This is an optimization exercise on Yosys and OpenROAD, whose aim is small area, not a production implementation.
Only simulation tests tie the RTL to the original design; equivalence was not proved.
No activity file was given, so power comes from the tool's default toggle rates.

## run.sh

```bash
#!/bin/bash
# synth_recipe.tcl (not shown) runs the flow's synth.tcl, then flattens the netlist and writes it again
# the make line also repeats each setting of config.mk as NAME=value (left out here)
make -C /OpenROAD-flow-scripts/flow DESIGN_CONFIG=/design/flow/config.mk WORK_HOME=/design/flow/orfs CLKGATE_MAP_FILE= SYNTH_SCRIPT=/design/flow/synth_recipe.tcl finish
```

## config.mk

```make
export PLATFORM = sky130hd
export DESIGN_NAME = vga_core
export DESIGN_NICKNAME = vga_core
export VERILOG_FILES = /design/flow/design.v
export SDC_FILE = /design/flow/constraint.sdc
export NUM_CORES = 4
export LEC_CHECK = 0
export CAP_MARGIN = 20
export CORE_MARGIN = 2
export CORE_UTILIZATION = 40
export SLEW_MARGIN = 20
```

## constraint.sdc

```tcl
create_clock -name core_clock -period 10.0 [get_ports {clk_dot}]
set_input_delay 2.0000 -clock core_clock [delete_from_list [all_inputs] [get_ports {clk_dot}]]
set_output_delay 2.0000 -clock core_clock [all_outputs]
set_load 0.01 [all_outputs]
```

## design.v

```verilog
`default_nettype none  
module vga_timing
 (
   input  wire         reset,
   input  wire         clk_dot,
   output reg          vid_new_frame,
   output reg          vid_new_line,
   output reg          vid_active,  
   output reg          vga_hsync,
   output reg          vga_vsync
 ); 
 reg  [15:0]   cnt_h;
 reg  [15:0]   cnt_v;
 reg  [1:0]    fsm_h;
 reg  [1:0]    fsm_v;
 reg           hsync_loc;
 reg           vsync_loc;
 reg           vsync_loc_p1;
 reg           h_rollover;
always @ (posedge clk_dot  or posedge reset ) begin : proc_dout
 if ( reset == 1 ) begin
   vga_hsync    <= 1'b0;
   vga_vsync    <= 1'b0;
   vsync_loc_p1 <= 1'b0;
 end else begin
   vga_hsync    <= hsync_loc;
   vga_vsync    <= vsync_loc;
   vsync_loc_p1 <= vsync_loc;
 end
end
always @ (posedge clk_dot  or posedge reset ) begin : proc_vga_h
 if ( reset == 1 ) begin
   hsync_loc     <= 1'b0;
   vid_new_line  <= 1'b0;
   vid_new_frame <= 1'b0;
   vid_active    <= 1'b0;
   cnt_h         <= 16'd1;
   fsm_h         <= 2'd0;
   h_rollover    <= 1'b1;
 end else begin
   h_rollover    <= 1'b0;
   vid_new_line  <= 1'b0;
   vid_new_frame <= 1'b0;
   vid_active    <= 1'b0;
   hsync_loc     <= 1'b0;           
   cnt_h         <= cnt_h + 16'd1;  
   if ( fsm_h == 2'd0 ) begin
     hsync_loc  <= 1'b1;
   end
   if ( fsm_h == 2'd2 && fsm_v == 2'd2 ) begin
     vid_active   <= 1'b1;
   end
   if ( fsm_h == 2'd0 && cnt_h == 16'd128 ) begin
     cnt_h        <= 16'd1;
     fsm_h        <= fsm_h + 2'd1;
   end
   if ( fsm_h == 2'd1   && cnt_h == 16'd88   ) begin
     cnt_h        <= 16'd1;
     fsm_h        <= fsm_h + 2'd1;
     vid_new_line <= 1'b1;
     if ( fsm_v == 2'd2 && cnt_v == 16'd2 ) begin
       vid_new_frame <= 1'b1;
     end
   end
   if ( fsm_h == 2'd2   && cnt_h == 16'd800 ) begin
     cnt_h        <= 16'd1;
     fsm_h        <= fsm_h + 2'd1;
   end
   if ( fsm_h == 2'd3     && cnt_h == 16'd40   ) begin
     cnt_h        <= 16'd1;
     fsm_h        <= fsm_h + 2'd1;
     h_rollover   <= 1'b1;
   end
 end
end  
always @ (posedge clk_dot  or posedge reset ) begin : proc_vga_v
 if ( reset == 1 ) begin
   cnt_v      <= 16'd1;
   vsync_loc  <= 1'b0;
   fsm_v      <= 2'd3;
 end else begin
   if ( h_rollover == 1'b1 ) begin
     cnt_v     <= cnt_v + 16'd1;  
     vsync_loc <= 1'b0;           
     if ( fsm_v == 2'd0 && cnt_v == 16'd4 ) begin
       cnt_v <= 16'd1;
       fsm_v <= fsm_v + 2'd1;
     end
     if ( fsm_v == 2'd1   && cnt_v == 16'd23   ) begin
       cnt_v <= 16'd1;
       fsm_v <= fsm_v + 2'd1;
     end
     if ( fsm_v == 2'd2 && cnt_v == 16'd600 ) begin
       cnt_v <= 16'd1;
       fsm_v <= fsm_v + 2'd1;
     end
     if ( fsm_v == 2'd3   && cnt_v == 16'd1 ) begin
       cnt_v      <= 16'd1;
       fsm_v      <= fsm_v + 2'd1;
       vsync_loc  <= 1'b1;
     end
     if ( fsm_v == 2'd0 && cnt_v != 16'd4 ) begin
       vsync_loc  <= 1'b1;
     end
   end
 end
end  
endmodule  
`default_nettype none  
module vga_core
(
  input  wire         reset,
  input  wire         color_3b,       
  input  wire         mode_bit,       
  input  wire         clk_dot,        
  input  wire  [31:0] random_num,     
  output wire  [23:0] vga_pixel_rgb,  
  output wire         vga_active,     
  output wire         vga_hsync,      
  output wire         vga_vsync       
);
  reg  [15:0]   u0_pel_x;
  reg  [15:0]   u0_pel_y;
  reg  [23:0]   vga_rgb_tp;
  reg  [23:0]   vga_rgb_ball;
  reg  [23:0]   vga_rgb_line;
  reg  [23:0]   vga_rgb;
  wire [7:0]    ramp;
  reg  [15:0]   ball_x_dir;
  reg  [15:0]   ball_y_dir;
  reg  [23:0]   ball_x_pos;
  reg  [23:0]   ball_y_pos;
  reg  [3:0]    dir_chg_sr;
  reg  [23:0]   ball_rgb;
  reg  [3:0]    demo_mode;
  reg           mode_bit_p1;
  reg  [15:0]   line_x_pos;
  reg  [15:0]   line_y_pos;
  reg  [23:0]   line_rgb;
  wire          u0_vid_new_frame;
  wire          u0_vid_new_line;
  wire          u0_vid_active;
  wire          u0_vga_hsync;
  wire          u0_vga_vsync;
  assign vga_active    = u0_vid_active;
  assign vga_hsync     = u0_vga_hsync;
  assign vga_vsync     = u0_vga_vsync;
  assign vga_pixel_rgb = vga_rgb[23:0];
  assign ramp          = { u0_pel_x[6:0], 1'b0 };
always @ ( posedge clk_dot or posedge reset ) begin : proc_out_mux 
 if ( reset == 1 ) begin
  mode_bit_p1 <= 1'b0;
  demo_mode   <= 4'd0;
  vga_rgb     <= 24'd0;
 end else begin
  mode_bit_p1 <= mode_bit;
  if ( color_3b == 0 ) begin
    if ( mode_bit == 0 ) begin
      vga_rgb <= vga_rgb_tp[23:0];
    end else begin
      if ( mode_bit_p1 == 0 ) begin
        demo_mode <= ~demo_mode[3:0];
      end
        if ( demo_mode[0] == 0 ) begin
        vga_rgb <= vga_rgb_ball[23:0];
      end else begin
        vga_rgb <= vga_rgb_line[23:0];
      end 
    end 
  end else begin
    if ( mode_bit == 0 ) begin
      vga_rgb[23:16] <= ( vga_rgb_tp[23:16] >= 8'd128 ) ? 8'hFF : 8'h00;
      vga_rgb[15:8 ] <= ( vga_rgb_tp[15:8 ] >= 8'd128 ) ? 8'hFF : 8'h00;
      vga_rgb[7:0  ] <= ( vga_rgb_tp[7:0  ] >= 8'd128 ) ? 8'hFF : 8'h00;
    end else begin
      if ( mode_bit_p1 == 0 ) begin
        demo_mode <= ~demo_mode[3:0];
      end
        if ( demo_mode[0] == 0 ) begin
        vga_rgb[23:16] <= ( vga_rgb_ball[23:16] >= 8'd128 ) ? 8'hFF : 8'h00;
        vga_rgb[15:8 ] <= ( vga_rgb_ball[15:8 ] >= 8'd128 ) ? 8'hFF : 8'h00;
        vga_rgb[7:0  ] <= ( vga_rgb_ball[7:0  ] >= 8'd128 ) ? 8'hFF : 8'h00;
      end else begin
        vga_rgb[23:16] <= ( vga_rgb_line[23:16] >= 8'd128 ) ? 8'hFF : 8'h00;
        vga_rgb[15:8 ] <= ( vga_rgb_line[15:8 ] >= 8'd128 ) ? 8'hFF : 8'h00;
        vga_rgb[7:0  ] <= ( vga_rgb_line[7:0  ] >= 8'd128 ) ? 8'hFF : 8'h00;
      end 
    end 
  end
 end
end  
always @ ( posedge clk_dot or posedge reset ) begin : proc_line
 if ( reset == 1 ) begin
  line_x_pos   <= 16'd400;
  line_y_pos   <= 16'd300;
  line_rgb     <= 24'd0;
  vga_rgb_line <= 24'd0;
 end else begin
  if ( mode_bit == 0 ) begin
    line_x_pos <= 16'd400;
    line_y_pos <= 16'd300;
    line_rgb   <= random_num[23:0]; 
  end else begin
    if ( u0_vid_new_frame == 1 ) begin
      line_x_pos <= line_x_pos - 1;
      line_y_pos <= line_y_pos - 1;
      if ( line_x_pos == 16'd0 || line_y_pos == 16'd0 ) begin
        line_x_pos <= 16'd400;
        line_y_pos <= 16'd300;
        line_rgb   <= random_num[23:0]; 
      end
    end
    vga_rgb_line[23:0] <= { 8'd0, 8'd0, 8'd0 };
    if ( u0_pel_x == 16'd400 - line_x_pos[15:0] ||
         u0_pel_x == 16'd400 + line_x_pos[15:0] ||
         u0_pel_y == 16'd300 - line_y_pos[15:0] ||
         u0_pel_y == 16'd300 + line_y_pos[15:0]    ) begin
      vga_rgb_line[23:0] <= { 1'b1, line_rgb[22:0] };
    end
  end
 end  
end  
always @ ( posedge clk_dot or posedge reset ) begin : proc_ball
 if ( reset == 1 ) begin
  ball_x_pos   <= {8'd0, 8'd400, 8'd0 };
  ball_y_pos   <= {8'd0, 8'd300, 8'd0 };
  ball_rgb     <= 24'd0;
  ball_x_dir   <= { 2'b01, 10'd0 };
  ball_y_dir   <= { 2'b01, 10'd0 };
  dir_chg_sr   <= 4'd0;
  vga_rgb_ball <= 24'd0;
 end else begin
  if ( mode_bit == 0 ) begin
    ball_x_pos <= {8'd0, 8'd400, 8'd0 };        
    ball_y_pos <= {8'd0, 8'd300, 8'd0 };
    ball_rgb   <= random_num[23:0];             
    ball_x_dir <= { 2'b01, random_num[11:2]  }; 
    ball_y_dir <= { 2'b01, random_num[23:14] }; 
  end else begin
    if ( u0_vid_new_frame == 1 ) begin
      dir_chg_sr <= { dir_chg_sr[2:0], 1'b0 };
      ball_x_pos <= ball_x_pos + { {12{ball_x_dir[11]}}, ball_x_dir[11:0] };
      ball_y_pos <= ball_y_pos + { {12{ball_y_dir[11]}}, ball_y_dir[11:0] };
      if          ( ball_x_pos[23:8] <  32 && dir_chg_sr == 4'd0 ) begin
        ball_x_dir    <= ~ ball_x_dir[11:0];
        dir_chg_sr[0] <= 1;
      end else if ( ball_x_pos[23:8] > 768 && dir_chg_sr == 4'd0 ) begin
        ball_x_dir    <= ~ ball_x_dir[11:0];
        dir_chg_sr[0] <= 1;
      end
      if          ( ball_y_pos[23:8] <  32 && dir_chg_sr == 4'd0 ) begin
        ball_y_dir    <= ~ ball_y_dir[11:0];
        dir_chg_sr[0] <= 1;
      end else if ( ball_y_pos[23:8] > 550 && dir_chg_sr == 4'd0 ) begin
        ball_y_dir    <= ~ ball_y_dir[11:0];
        dir_chg_sr[0] <= 1;
      end
      if ( dir_chg_sr[0] == 1 ) begin
        ball_rgb   <= random_num[23:0]; 
      end
    end
    vga_rgb_ball[23:0] <= { 8'h00, 8'h00, 8'h00 };
    if ( u0_pel_x > ball_x_pos[23:8] - 16'd8  &&
         u0_pel_x < ball_x_pos[23:8] + 16'd8  &&
         u0_pel_y > ball_y_pos[23:8] - 16'd8  &&
         u0_pel_y < ball_y_pos[23:8] + 16'd8     ) begin
      vga_rgb_ball[23:0] <= { 1'b1, ball_rgb[22:0] };
    end
  end
 end  
end  
always @ ( posedge clk_dot or posedge reset ) begin : proc_test_pattern 
 if ( reset == 1 ) begin
  vga_rgb_tp <= 24'd0;
 end else begin
  if          ( u0_pel_x[9:7] == 3'd6 ) begin
    vga_rgb_tp <= { ramp, ramp, ramp }; 
  end else if ( u0_pel_x[9:7] == 3'd5 ) begin
    vga_rgb_tp <= { ramp, ramp, 8'd0 }; 
  end else if ( u0_pel_x[9:7] == 3'd4 ) begin
    vga_rgb_tp <= { 8'd0, ramp, ramp }; 
  end else if ( u0_pel_x[9:7] == 3'd3 ) begin
    vga_rgb_tp <= { 8'd0, ramp, 8'd0 }; 
  end else if ( u0_pel_x[9:7] == 3'd2 ) begin
    vga_rgb_tp <= { ramp, 8'd0, ramp }; 
  end else if ( u0_pel_x[9:7] == 3'd1 ) begin
    vga_rgb_tp <= { ramp, 8'd0, 8'd0 }; 
  end else if ( u0_pel_x[9:7] == 3'd0 ) begin
    vga_rgb_tp <= { 8'd0, 8'd0, ramp }; 
  end
 end  
end  
always @ ( posedge clk_dot or posedge reset ) begin : proc_u0_raster_cnt
 if ( reset == 1 ) begin
  u0_pel_x <= 16'd0;
  u0_pel_y <= 16'd0;
 end else begin
  if ( u0_vid_new_frame == 1 ) begin
    u0_pel_y <= 16'd0;
  end else if ( u0_vid_new_line == 1 ) begin
    if ( u0_pel_y == 16'hFFFF ) begin
      u0_pel_y <= 16'hFFFF; 
    end else begin
      u0_pel_y <= u0_pel_y + 1;
    end
  end  
  if ( u0_vid_new_line == 1 ) begin
    u0_pel_x <= 16'd0;
  end else begin
    if ( u0_pel_x == 16'hFFFF ) begin
      u0_pel_x <= 16'hFFFF; 
    end else begin
      u0_pel_x <= u0_pel_x + 1;
    end
  end   
 end  
end  
vga_timing u0_vga_timing
(
  .reset                           ( reset             ),
  .clk_dot                         ( clk_dot           ),
  .vid_new_frame                   ( u0_vid_new_frame  ),
  .vid_new_line                    ( u0_vid_new_line   ),
  .vid_active                      ( u0_vid_active     ),
  .vga_hsync                       ( u0_vga_hsync      ),
  .vga_vsync                       ( u0_vga_vsync      )
);
endmodule  
```

==> summary.txt <==
[layer usage]
metal  up-vias  global-route usage, %  wire length (um)
li1       7731                      -                 -
met1      7862                  26.46             23880
met2       305                  31.47             23600
met3        72                  2.951              2121
met4         0                  5.418              1116
met5         -                      0                 0
[per-stage QoR]
| step | cells | setup WS [ps] | instance area (um^2) |
|---|---|---|---|
| 2_1_floorplan | 2185 | 3679 | 20270 |
| 3_3_place_gp | 2804 | 5285 | 21300 |
| 3_5_place_dp | 2804 | 5315 | 21300 |
| 4_1_cts | 2878 | 5861 | 22640 |
| 5_1_grt | 2878 | 5598 | 22640 |
| 6_report | 2878 | 5802 | 22640 |
[report_power, final]
part / leakage [nW] / internal (mW) / switching (mW)
clock: 0.631 / 0.840 / 0.617
sequential: 4.22 / 1.37 / 0.0366
combinational: 5.04 / 0.120 / 0.156
total: 9.89 / 2.33 / 0.810
[synth_stat cells, types with 5 or more instances]
master / number / area (um^2)
ha_1: 130 / 1627
a21o_1: 33 / 247.7
o21a_1: 16 / 120.1
nand2_1: 133 / 499.2
or4_1: 11 / 82.58
dfstp_2: 19 / 499.2
a211oi_1: 29 / 217.7
nor4_1: 15 / 93.84
a2111oi_0: 6 / 52.55
nand2b_1: 15 / 93.84
o21bai_1: 10 / 75.07
dfrtp_1: 306 / 7657
a311oi_1: 10 / 87.58
and4_1: 7 / 61.31
mux2_2: 52 / 585.6
a31oi_1: 18 / 112.6
clkbuf_1: 101 / 379.1
o22ai_1: 5 / 31.28
buf_2: 9 / 45.04
buf_1: 8 / 30.03
o211a_1: 5 / 50.05
or3_1: 15 / 93.84
and3_1: 19 / 118.9
xor2_1: 83 / 727.0
a21oi_1: 138 / 690.7
a211o_1: 6 / 52.55
o32ai_1: 25 / 219.0
and2_1: 11 / 68.82
o31ai_1: 10 / 75.07
nor3_1: 54 / 270.3
or2_2: 10 / 62.56
mux2i_1: 73 / 730.7
nand3_1: 69 / 345.3
xnor2_1: 123 / 1077
nor2_1: 220 / 825.8
inv_1: 116 / 435.4
o211ai_1: 12 / 90.09
nand3b_1: 5 / 37.54
nor2b_1: 18 / 112.6
a22o_1: 16 / 140.1
o21ai_0: 121 / 605.6
nor3b_1: 7 / 52.55
nand4_1: 34 / 212.7
[path summary, 6_finish.rpt]
kind                                         start                      end  depth (start not counted)
setup reg to reg                    ball_x_pos[13]          vga_rgb_ball[6]                         16
min in group asynchronous                    reset             ball_rgb[12]                          2
setup / recovery                    ball_x_pos[13]          vga_rgb_ball[6]                         16
hold / removal             u0_vga_timing.hsync_loc  u0_vga_timing.vga_hsync                          0
hold reg to reg            u0_vga_timing.hsync_loc  u0_vga_timing.vga_hsync                          0
max in group asynchronous                    reset           line_y_pos[13]                          4
[registers in the layout, indices dropped and copies added (netlist names), 2 cells and up]
name,cells
ball_x_pos,24
line_y_pos,16
dir_chg_sr,4
vga_rgb_tp,21
u0_pel_y,16
line_x_pos,16
vga_rgb_ball,24
u0_vga_timing.fsm_h,2
u0_vga_timing.fsm_v,2
ball_x_dir,12
line_rgb,23
u0_vga_timing.cnt_v,16
u0_vga_timing.cnt_h,16
ball_y_dir,12
ball_y_pos,24
ball_rgb,23
vga_rgb,24
u0_pel_x,16
vga_rgb_line,24
[critical path, cell delays in order (launching register included)]
cell      delay, ps
dfrtp_1         500
or3_1           450
or3_1           360
nor3_1          250
nor3b_1         370
nand2_1         120
xor2_1          160
ha_1            360
o21a_1          130
o211ai_1         90
a21oi_1         150
nand4_1         110
o21bai_1        190
a31oi_1         160
o221ai_2        150
buf_4           280
o32ai_1         260
[kinds of logic after synthesis]
kind of cell / count (synthesis) / share of synthesized area (%)
AND/OR/NAND/NOR: 656 / 15.51
flip-flops: 325 / 40.24
adder cells (fa/ha/maj): 132 / 8.222
AO/OA/AOI/OAI: 499 / 15.91
XOR/XNOR: 206 / 8.901
buffers and inverters: 242 / 4.728
multiplexers: 125 / 6.494
[final cells by class]
cell class              count  area (um^2)  share of cell area (%)
inverters                 117        442.9                   1.957
clock inverters            15        183.9                  0.8125
flip-flops and latches    325         8158                   36.04
well taps                 672        840.8                   3.714
repair buffers             72        673.1                   2.974
multi-input cells        1618        11190                   49.41
clock buffers              59         1152                   5.091
==> qor.tcl <==
set qor(ir_drop_mv) 0.1722
set qor(cap_viol_max_count) 0
set qor(worst_pin_slew_ps) 1053
set qor(synth_enable_flop_cells) 0
set qor(initial_utilization_pct) 40.48
set qor(post-route-period-util_pct) 41.98
set qor(remaining_drc_errors) 0
set qor(synthesis.instances) 2185
set qor(post_cts_setup_repair_bufs) 0
set qor(outcome) {finished clean}
set qor(postSynthNetCount) 2353
set qor(gr-total-overflow) 0
set qor(cts-buffers-inserted) 40
set qor(fin_skew_ps) 46.54
set qor(cts_tree) {done}
set qor(critPathLaunchType) {register}
set qor(ys.warnings.count) 6
set qor(die-width_um) 229.1
set qor(finalHoldViolCount) 0
set qor(synth.ff_latch_count) 325
set qor(cts-resized-gates) 0
set qor(route.final.wire_length_um) 50720
set qor(cts-hold-fix-buffers) 0
set qor(crit_path_end_kind) {register}
set qor(finalCriticalPeriod_ps) 4198
set qor(drt_iter0_markers) 1169
set qor(area_overhead_vs_synth_pct) 11.68
set qor(netlist_area_um2) 20270
set qor(reg2reg_setup_slack_ps) 5800
set qor(die_area_um2) 52490
set qor(grt_antenna_before_repair) 0
set qor(seq_area_frac_synth_pct) 40.24
set qor(floorplan.rows) 82
set qor(max_h_tree_level) 2
set qor(cts.clk_slew.worst_paths_ps) 60
set qor(power_density_nw_per_um2) 138.6
set qor(fin_setup_tns_ps) 0
set qor(final_max_slew_viol_count) 0
set qor(setup.worst_path.class) {reg2reg}
set qor(first_global_vias) 15580
set qor(nets) 2342
set qor(synthesized_area_per_cell_um2) 9.277
set qor(timing.critical_path.arrival_ps) 4680
set qor(via_per_inst) 5.549
set qor(design.core.area_um2) 50070
set qor(routed_wire_length_per_instance_um) 17.62
set qor(die_height_um) 229.1
set qor(worstPathRequired_ps) 10490
set qor(clk_path_buf_depth) 3
set qor(grt_start_max_net_pins) 89
set qor(setup-violations-final) 0
set qor(postSynth.topFlopCell) {dfrtp_1}
set qor(routabilityCongestion) 0.8701
set qor(hold-worst-slack_ps) 351.7
set qor(report.power.total_mw) 3.137
set qor(postRouteAntennaNets) 0
set qor(clock-root-buffer) {clkbuf_16}
set qor(drt_pass1_iterations) 5
set qor(p_leak_nw) 9.889
set qor(rsz0062_at_grt) {no}
set qor(grt.total_usage_pct) 19.24
set qor(antenna_cells) 0
set qor(worst-path-max-fanout) 24
set qor(synth.lib_cells_used.distinct) 78
set qor(detailroute.via_count) 15970
set qor(final_layout_size_suffix_gt1_share_pct) 7.933
set qor(layout.filler_cells) 4844
set qor(ys_async_sr_fraction_pct) 100.0
set qor(max_slew_headroom_at_the_worst_pin_pct) 29.79
set qor(hpwl_um) 34780
set qor(most_used_cells_in_the_layout_excluding_fill_and_tap_cells) {305 x dfrtp_1, 219 x nor2_1, 137 x a21oi_1}
set qor(postLayoutCoreUtil_pct) 45.21
set qor(port_buffers) 54
set qor(ioPinCount) 63
set qor(layout_commonest_cell) {dfrtp_1}
set qor(clkLatencyLatePin_ps) 590
set qor(worst_hold_path_type) {reg2reg}
set qor(cts_sinks) 325
set qor(max_clk_rate_mhz) 238.2
set qor(global_route_wire_length_before_repair_um) 82940

==> static timing again, ports no longer ideal <==
The results above use ideal ports. As a check the final layout listed here was re-extracted and re-timed, cells and wires unchanged.
Step 1, drivers: a clkbuf_16 drives clk_dot and a buf_2 each remaining input, both assumed.
Step 2 times the ports against the registers' clock, not the clock port: input delays grow and output delays shrink by t, the midpoint of the rising clock arrivals with the driver on.
Three values: ideal, step 1, step 2; two values: the first two.
t (ns): 0.621
setup slack, ns: 5.802 / 5.802 / 5.319
worst setup path after step 2: input to register
worst data-port slew with drivers (ns): 0.04
After both steps this run still meets setup and hold. For this run, drivers alone change the setup slack by 0.000 ns; drivers and shift together by -0.483 ns.
